This design comes from an exercise in tuning for small area and a short achievable clock period on the open sky130 flow, not from production work.

==> run A <==
Design lms_adapt_filt_4tap, start of the top module:
module lms_adapt_filt_4tap (clk,rst,xin,din,errr,filt_out);
    input signed [7:0] xin;
    input signed [9:0] din;
    input clk,rst;
    output signed [9:0] filt_out;
    output signed [9:0] errr;
    reg [7:0] x0, x1, x2, x3, x4;
    reg [9:0] y;
    reg [7:0] hb0, hb1, hb2, hb3;    
    reg [5:0] q0, q1, q2, q3;        
    assign filt_out = y;
    wire n1 = ~y[0];
    wire n2 = ~y[1];
    wire n3 = ~y[2];
    wire n4 = ~y[3];
    wire n5 = ~y[4];
    wire n6 = ~y[5];
    wire n7 = ~y[6];
    wire n8 = ~y[7];
    wire n9 = ~y[8];
    wire n10 = ~y[9];
    wire n11_0;
    lms_xor u11 (n10, din[9], n11_0);
    wire n12 = ~(din[0] ^ n1);
    wire n13 = din[0] | n1;
    wire n14_0;
    lms_xor u14 (din[1], n2, n14_0);
    wire n15 = din[1] & n2;
    wire n16_0;
    lms_xor u16 (din[2], n3, n16_0);
    wire n17 = din[2] & n3;
    wire n18_0;
    lms_xor u18 (din[3], n4, n18_0);
    wire n19 = din[3] & n4;
    wire n20_0;
    lms_xor u20 (din[4], n5, n20_0);
    wire n21 = din[4] & n5;
    wire n22_0;
    lms_xor u22 (din[5], n6, n22_0);
    wire n23 = din[5] & n6;
    wire n24_0;
    lms_xor u24 (din[6], n7, n24_0);
    wire n25 = din[6] & n7;
    wire n26_0;
    lms_xor u26 (din[7], n8, n26_0);
    wire n27 = din[7] & n8;
    wire n28_0;
    lms_xor u28 (din[8], n9, n28_0);
    wire n29 = din[8] & n9;
    wire n30 = n15 | (n14_0 & n13);
    wire n31 = n19 | (n18_0 & n17);
    wire n32 = n18_0 & n16_0;
    wire n33 = n23 | (n22_0 & n21);
    wire n34 = n22_0 & n20_0;
    wire n35 = n27 | (n26_0 & n25);
    wire n36 = n26_0 & n24_0;
    wire n37 = n17 | (n16_0 & n30);
    wire n38 = n31 | (n32 & n30);
    wire n39 = n25 | (n24_0 & n33);
    wire n40 = n24_0 & n34;
    wire n41 = n35 | (n36 & n33);
    wire n42 = n36 & n34;
    wire n43 = n21 | (n20_0 & n38);
    wire n44 = n33 | (n34 & n38);
    wire n45 = n39 | (n40 & n38);
    wire n46 = n41 | (n42 & n38);
    wire n47 = n29 | (n28_0 & n46);
    wire n48_0;
    lms_xor u48 (n14_0, n13, n48_0);
    wire n49_0;
  ...
==> flow/config.mk <==
export PLATFORM = sky130hd
export DESIGN_NAME = lms_adapt_filt_4tap
export DESIGN_NICKNAME = lms_adapt_filt_4tap
export VERILOG_FILES = /design/flow/design.v
export SDC_FILE = /design/flow/constraint.sdc
export NUM_CORES = 4
export LEC_CHECK = 0
export CAP_MARGIN = 20
export CORE_MARGIN = 2
export CORE_UTILIZATION = 40
export SETUP_SLACK_MARGIN = 5
export SLEW_MARGIN = 20
export SYNTH_HIERARCHICAL = 1
==> flow/constraint.sdc <==
create_clock -name core_clock -period 12.0 [get_ports {clk}]
set_input_delay 2.4000 -clock core_clock [delete_from_list [all_inputs] [get_ports {clk}]]
set_output_delay 2.4000 -clock core_clock [all_outputs]
set_load 0.01 [all_outputs]
standard.sh (not shown) runs the stock make flow with config.mk's settings and CLKGATE_MAP_FILE= SYNTH_SCRIPT=/design/flow/synth_recipe.tcl, a recipe that flattens the netlist after the stock synthesis.
==> flow/flow/run.sh <==
#!/bin/bash
# The standard layout, with buf_1 cells as the port buffers (the timing
# repair upsizes the ones on critical paths).
set -euo pipefail
bash standard.sh "BUFFER_PORTS_ARGS=-buffer_cell sky130_fd_sc_hd__buf_1" finish > standard.log 2>&1
==> run E: changes against run A <==
--- a/flow/design.v
+++ b/flow/design.v
@@ -18,13 +18,13 @@
     wire n6 = ~y[5];
     wire n7 = ~y[6];
     wire n8 = ~y[7];
     wire n9 = ~y[8];
     wire n10 = ~y[9];
     wire n11_0;
-    lms_xor u11 (n10, din[9], n11_0);
+    lms_xor u11 (din[9], n10, n11_0);
     wire n12 = ~(din[0] ^ n1);
     wire n13 = din[0] | n1;
     wire n14_0;
     lms_xor u14 (din[1], n2, n14_0);
     wire n15 = din[1] & n2;
     wire n16_0;
@@ -124,32 +124,33 @@
     wire n93 = ~q0[3];
     wire n94 = ~q0[4];
     wire n95 = ~q0[5];
     wire n96_0, n96_1;
     lms_ha u96 (hb0[0], q0[0], n96_0, n96_1);
     wire n97_0, n97_1;
-    lms_fa u97 (hb0[1], q0[1], n93, n97_0, n97_1);
+    lms_fa u97 (hb0[1], q0[1], n96_1, n97_0, n97_1);
     wire n98_0, n98_1;
-    lms_fa u98 (hb0[2], q0[2], n94, n98_0, n98_1);
+    lms_fa u98 (hb0[2], q0[2], n97_1, n98_0, n98_1);
     wire n99_0, n99_1;
     lms_fa u99 (hb0[3], q0[3], n95, n99_0, n99_1);
     wire n100_0, n100_1;
     lms_fa u100 (hb0[4], q0[4], n95, n100_0, n100_1);
     wire n101 = ~hb0[5];
     wire n102 = ~hb0[6];
-    wire n103 = ~hb0[7];
+    wire n103_0;
+    lms_xor u103 (hb0[7], 1'b1, n103_0);
     wire n104_0;
-    lms_xor u104 (n103, hb0[6], n104_0);
+    lms_xor u104 (n103_0, hb0[6], n104_0);
     wire n105 = ~(n92 ^ n96_0);
     wire n106 = n92 | n96_0;
     wire n107_0;
-    lms_xor u107 (n96_1, n97_0, n107_0);
-    wire n108 = n96_1 & n97_0;
+    lms_xor u107 (n93, n97_0, n107_0);
+    wire n108 = n93 & n97_0;
     wire n109_0;
-    lms_xor u109 (n97_1, n98_0, n109_0);
-    wire n110 = n97_1 & n98_0;
+    lms_xor u109 (n94, n98_0, n109_0);
+    wire n110 = n94 & n98_0;
     wire n111_0;
     lms_xor u111 (n98_1, n99_0, n111_0);
     wire n112 = n98_1 & n99_0;
     wire n113_0;
     lms_xor u113 (n99_1, n100_0, n113_0);
     wire n114 = n99_1 & n100_0;
@@ -200,32 +201,33 @@
     wire n150 = ~q1[3];
     wire n151 = ~q1[4];
     wire n152 = ~q1[5];
     wire n153_0, n153_1;
     lms_ha u153 (hb1[0], q1[0], n153_0, n153_1);
     wire n154_0, n154_1;
-    lms_fa u154 (hb1[1], q1[1], n150, n154_0, n154_1);
+    lms_fa u154 (hb1[1], q1[1], n153_1, n154_0, n154_1);
     wire n155_0, n155_1;
-    lms_fa u155 (hb1[2], q1[2], n151, n155_0, n155_1);
+    lms_fa u155 (hb1[2], q1[2], n154_1, n155_0, n155_1);
     wire n156_0, n156_1;
     lms_fa u156 (hb1[3], q1[3], n152, n156_0, n156_1);
     wire n157_0, n157_1;
     lms_fa u157 (hb1[4], q1[4], n152, n157_0, n157_1);
     wire n158 = ~hb1[5];
     wire n159 = ~hb1[6];
-    wire n160 = ~hb1[7];
+    wire n160_0;
+    lms_xor u160 (hb1[7], 1'b1, n160_0);
     wire n161_0;
-    lms_xor u161 (n160, hb1[6], n161_0);
+    lms_xor u161 (n160_0, hb1[6], n161_0);
     wire n162 = ~(n149 ^ n153_0);
     wire n163 = n149 | n153_0;
     wire n164_0;
-    lms_xor u164 (n153_1, n154_0, n164_0);
-    wire n165 = n153_1 & n154_0;
+    lms_xor u164 (n150, n154_0, n164_0);
+    wire n165 = n150 & n154_0;
     wire n166_0;
-    lms_xor u166 (n154_1, n155_0, n166_0);
-    wire n167 = n154_1 & n155_0;
+    lms_xor u166 (n151, n155_0, n166_0);
+    wire n167 = n151 & n155_0;
     wire n168_0;
     lms_xor u168 (n155_1, n156_0, n168_0);
     wire n169 = n155_1 & n156_0;
     wire n170_0;
     lms_xor u170 (n156_1, n157_0, n170_0);
     wire n171 = n156_1 & n157_0;
@@ -276,32 +278,33 @@
     wire n207 = ~q2[3];
     wire n208 = ~q2[4];
     wire n209 = ~q2[5];
     wire n210_0, n210_1;
     lms_ha u210 (hb2[0], q2[0], n210_0, n210_1);
     wire n211_0, n211_1;
-    lms_fa u211 (hb2[1], q2[1], n207, n211_0, n211_1);
+    lms_fa u211 (hb2[1], q2[1], n210_1, n211_0, n211_1);
     wire n212_0, n212_1;
-    lms_fa u212 (hb2[2], q2[2], n208, n212_0, n212_1);
+    lms_fa u212 (hb2[2], q2[2], n211_1, n212_0, n212_1);
     wire n213_0, n213_1;
     lms_fa u213 (hb2[3], q2[3], n209, n213_0, n213_1);
     wire n214_0, n214_1;
     lms_fa u214 (hb2[4], q2[4], n209, n214_0, n214_1);
     wire n215 = ~hb2[5];
     wire n216 = ~hb2[6];
-    wire n217 = ~hb2[7];
+    wire n217_0;
+    lms_xor u217 (hb2[7], 1'b1, n217_0);
     wire n218_0;
-    lms_xor u218 (n217, hb2[6], n218_0);
+    lms_xor u218 (n217_0, hb2[6], n218_0);
     wire n219 = ~(n206 ^ n210_0);
     wire n220 = n206 | n210_0;
     wire n221_0;
-    lms_xor u221 (n210_1, n211_0, n221_0);
-    wire n222 = n210_1 & n211_0;
+    lms_xor u221 (n207, n211_0, n221_0);
+    wire n222 = n207 & n211_0;
     wire n223_0;
-    lms_xor u223 (n211_1, n212_0, n223_0);
-    wire n224 = n211_1 & n212_0;
+    lms_xor u223 (n208, n212_0, n223_0);
+    wire n224 = n208 & n212_0;
     wire n225_0;
     lms_xor u225 (n212_1, n213_0, n225_0);
     wire n226 = n212_1 & n213_0;
     wire n227_0;
     lms_xor u227 (n213_1, n214_0, n227_0);
     wire n228 = n213_1 & n214_0;
@@ -352,32 +355,33 @@
     wire n264 = ~q3[3];
     wire n265 = ~q3[4];
     wire n266 = ~q3[5];
     wire n267_0, n267_1;
     lms_ha u267 (hb3[0], q3[0], n267_0, n267_1);
     wire n268_0, n268_1;
-    lms_fa u268 (hb3[1], q3[1], n264, n268_0, n268_1);
+    lms_fa u268 (hb3[1], q3[1], n267_1, n268_0, n268_1);
     wire n269_0, n269_1;
-    lms_fa u269 (hb3[2], q3[2], n265, n269_0, n269_1);
+    lms_fa u269 (hb3[2], q3[2], n268_1, n269_0, n269_1);
     wire n270_0, n270_1;
     lms_fa u270 (hb3[3], q3[3], n266, n270_0, n270_1);
     wire n271_0, n271_1;
     lms_fa u271 (hb3[4], q3[4], n266, n271_0, n271_1);
     wire n272 = ~hb3[5];
     wire n273 = ~hb3[6];
-    wire n274 = ~hb3[7];
+    wire n274_0;
+    lms_xor u274 (hb3[7], 1'b1, n274_0);
     wire n275_0;
-    lms_xor u275 (n274, hb3[6], n275_0);
+    lms_xor u275 (n274_0, hb3[6], n275_0);
     wire n276 = ~(n263 ^ n267_0);
     wire n277 = n263 | n267_0;
     wire n278_0;
-    lms_xor u278 (n267_1, n268_0, n278_0);
-    wire n279 = n267_1 & n268_0;
+    lms_xor u278 (n264, n268_0, n278_0);
+    wire n279 = n264 & n268_0;
     wire n280_0;
-    lms_xor u280 (n268_1, n269_0, n280_0);
-    wire n281 = n268_1 & n269_0;
+    lms_xor u280 (n265, n269_0, n280_0);
+    wire n281 = n265 & n269_0;
     wire n282_0;
     lms_xor u282 (n269_1, n270_0, n282_0);
     wire n283 = n269_1 & n270_0;
     wire n284_0;
     lms_xor u284 (n270_1, n271_0, n284_0);
     wire n285 = n270_1 & n271_0;
@@ -888,35 +892,35 @@
     lms_oai u590 (n534, n584, n531, n585, n590_0);
     wire n591_0;
     lms_xor u591 (n590_0, x3[7], n591_0);
     wire n592_0, n592_1;
     lms_fa u592 (x0[1], x1[1], x2[1], n592_0, n592_1);
     wire n593_0, n593_1;
-    lms_fa u593 (x3[1], n320, n388, n593_0, n593_1);
+    lms_fa u593 (x3[1], n592_0, n320, n593_0, n593_1);
     wire n594_0, n594_1;
-    lms_fa u594 (n456, n524, n592_0, n594_0, n594_1);
+    lms_fa u594 (n388, n456, n524, n594_0, n594_1);
     wire n595_0, n595_1;
-    lms_fa u595 (n592_1, n593_1, n326_0, n595_0, n595_1);
+    lms_fa u595 (n592_1, n593_1, n594_1, n595_0, n595_1);
     wire n596_0, n596_1;
-    lms_fa u596 (n394_0, n462_0, n530_0, n596_0, n596_1);
+    lms_fa u596 (n326_0, n394_0, n462_0, n596_0, n596_1);
     wire n597_0, n597_1;
-    lms_ha u597 (n594_1, n595_0, n597_0, n597_1);
+    lms_ha u597 (n530_0, n595_0, n597_0, n597_1);
     wire n598_0, n598_1;
     lms_fa u598 (x0[3], x1[3], x2[3], n598_0, n598_1);
     wire n599_0, n599_1;
-    lms_fa u599 (x3[3], n349, n417, n599_0, n599_1);
+    lms_fa u599 (x3[3], n598_0, n349, n599_0, n599_1);
     wire n600_0, n600_1;
-    lms_fa u600 (n485, n553, n598_0, n600_0, n600_1);
+    lms_fa u600 (n417, n485, n553, n600_0, n600_1);
     wire n601_0, n601_1;
     lms_fa u601 (n329_0, n397_0, n465_0, n601_0, n601_1);
     wire n602_0, n602_1;
     lms_fa u602 (n533_0, n599_0, n600_0, n602_0, n602_1);
     wire n603_0, n603_1;
     lms_fa u603 (n595_1, n596_1, n601_0, n603_0, n603_1);
     wire n604_0, n604_1;
-    lms_ha u604 (n597_1, n602_0, n604_0, n604_1);
+    lms_ha u604 (n602_0, n597_1, n604_0, n604_1);
     wire n605_0, n605_1;
     lms_fa u605 (n598_1, n332_0, n353_0, n605_0, n605_1);
     wire n606_0, n606_1;
     lms_fa u606 (n400_0, n421_0, n468_0, n606_0, n606_1);
     wire n607_0, n607_1;
     lms_fa u607 (n489_0, n536_0, n557_0, n607_0, n607_1);
@@ -928,15 +932,15 @@
     lms_fa u610 (n602_1, n603_1, n608_0, n610_0, n610_1);
     wire n611_0, n611_1;
     lms_ha u611 (n609_0, n604_1, n611_0, n611_1);
     wire n612_0, n612_1;
     lms_fa u612 (x0[5], x1[5], x2[5], n612_0, n612_1);
     wire n613_0, n613_1;
-    lms_fa u613 (x3[5], n366, n434, n613_0, n613_1);
+    lms_fa u613 (x3[5], n612_0, n366, n613_0, n613_1);
     wire n614_0, n614_1;
-    lms_fa u614 (n502, n570, n612_0, n614_0, n614_1);
+    lms_fa u614 (n434, n502, n570, n614_0, n614_1);
     wire n615_0, n615_1;
     lms_fa u615 (n335_0, n355_0, n403_0, n615_0, n615_1);
     wire n616_0, n616_1;
     lms_fa u616 (n423_0, n471_0, n491_0, n616_0, n616_1);
     wire n617_0, n617_1;
     lms_fa u617 (n539_0, n559_0, n613_0, n617_0, n617_1);
@@ -962,25 +966,25 @@
     lms_fa u627 (n574_0, n613_1, n614_1, n627_0, n627_1);
     wire n628_0, n628_1;
     lms_fa u628 (n615_1, n616_1, n623_0, n628_0, n628_1);
     wire n629_0, n629_1;
     lms_fa u629 (n624_0, n625_0, n626_0, n629_0, n629_1);
     wire n630_0, n630_1;
-    lms_fa u630 (n617_1, n627_0, n618_1, n630_0, n630_1);
+    lms_fa u630 (n627_0, n617_1, n618_1, n630_0, n630_1);
     wire n631_0, n631_1;
     lms_fa u631 (n619_1, n628_0, n629_0, n631_0, n631_1);
     wire n632_0, n632_1;
     lms_fa u632 (n620_1, n630_0, n631_0, n632_0, n632_1);
     wire n633_0, n633_1;
-    lms_ha u633 (n621_1, n622_1, n633_0, n633_1);
+    lms_ha u633 (n622_1, n621_1, n633_0, n633_1);
     wire n634_0, n634_1;
     lms_fa u634 (x0[7], x1[7], x2[7], n634_0, n634_1);
     wire n635_0, n635_1;
-    lms_fa u635 (x3[7], n379, n447, n635_0, n635_1);
+    lms_fa u635 (x3[7], n634_0, n379, n635_0, n635_1);
     wire n636_0, n636_1;
-    lms_fa u636 (n515, n583, n634_0, n636_0, n636_1);
+    lms_fa u636 (n447, n515, n583, n636_0, n636_1);
     wire n637_0, n637_1;
     lms_fa u637 (n341_0, n359_0, n372_0, n637_0, n637_1);
     wire n638_0, n638_1;
     lms_fa u638 (n409_0, n427_0, n440_0, n638_0, n638_1);
     wire n639_0, n639_1;
     lms_fa u639 (n477_0, n495_0, n508_0, n639_0, n639_1);
==> run notes <==
Against run A, the final cell count of run E is higher by about 0.3%.
Sequential cell count is the same in run A and run E.
In clock skew, run A and run E hardly differ.
Against run A, the non-clock buffer count of run E is lower by 1.
Register-to-register slack: run E is lower than run A (0.11 ns).
No functional check of the RTL was part of any run of this note.

re-timing with driven ports:
In the flow no input, the clock included, has a driving cell. The finished layouts below were timed again as built, in two steps.
Step 1, drivers: a clkbuf_16 drives clk and a buf_2 each remaining input, both assumed.
Step 2 times the ports against the registers' clock, not the clock port: input delays grow and output delays shrink by t, the midpoint of the rising clock arrivals with the driver on.
Slacks: ideal ports / drivers / drivers and shift; pairs: ideal ports / drivers.
run | shift t [ns] | slack for setup (ns) | slew at the worst register clock pin (ns) | worst data-port slew with drivers (ns)
run A | 0.410 | 5.273 / 5.250 / 5.003 | 0.08 / 0.08 | 0.04
run E | 0.405 | 5.271 / 5.271 / 5.064 | 0.08 / 0.08 | 0.04
After both steps every run listed still meets setup and hold. The setup slack of run A, which loses most, moves by -0.023 ns with the drivers and by -0.270 ns with both steps.
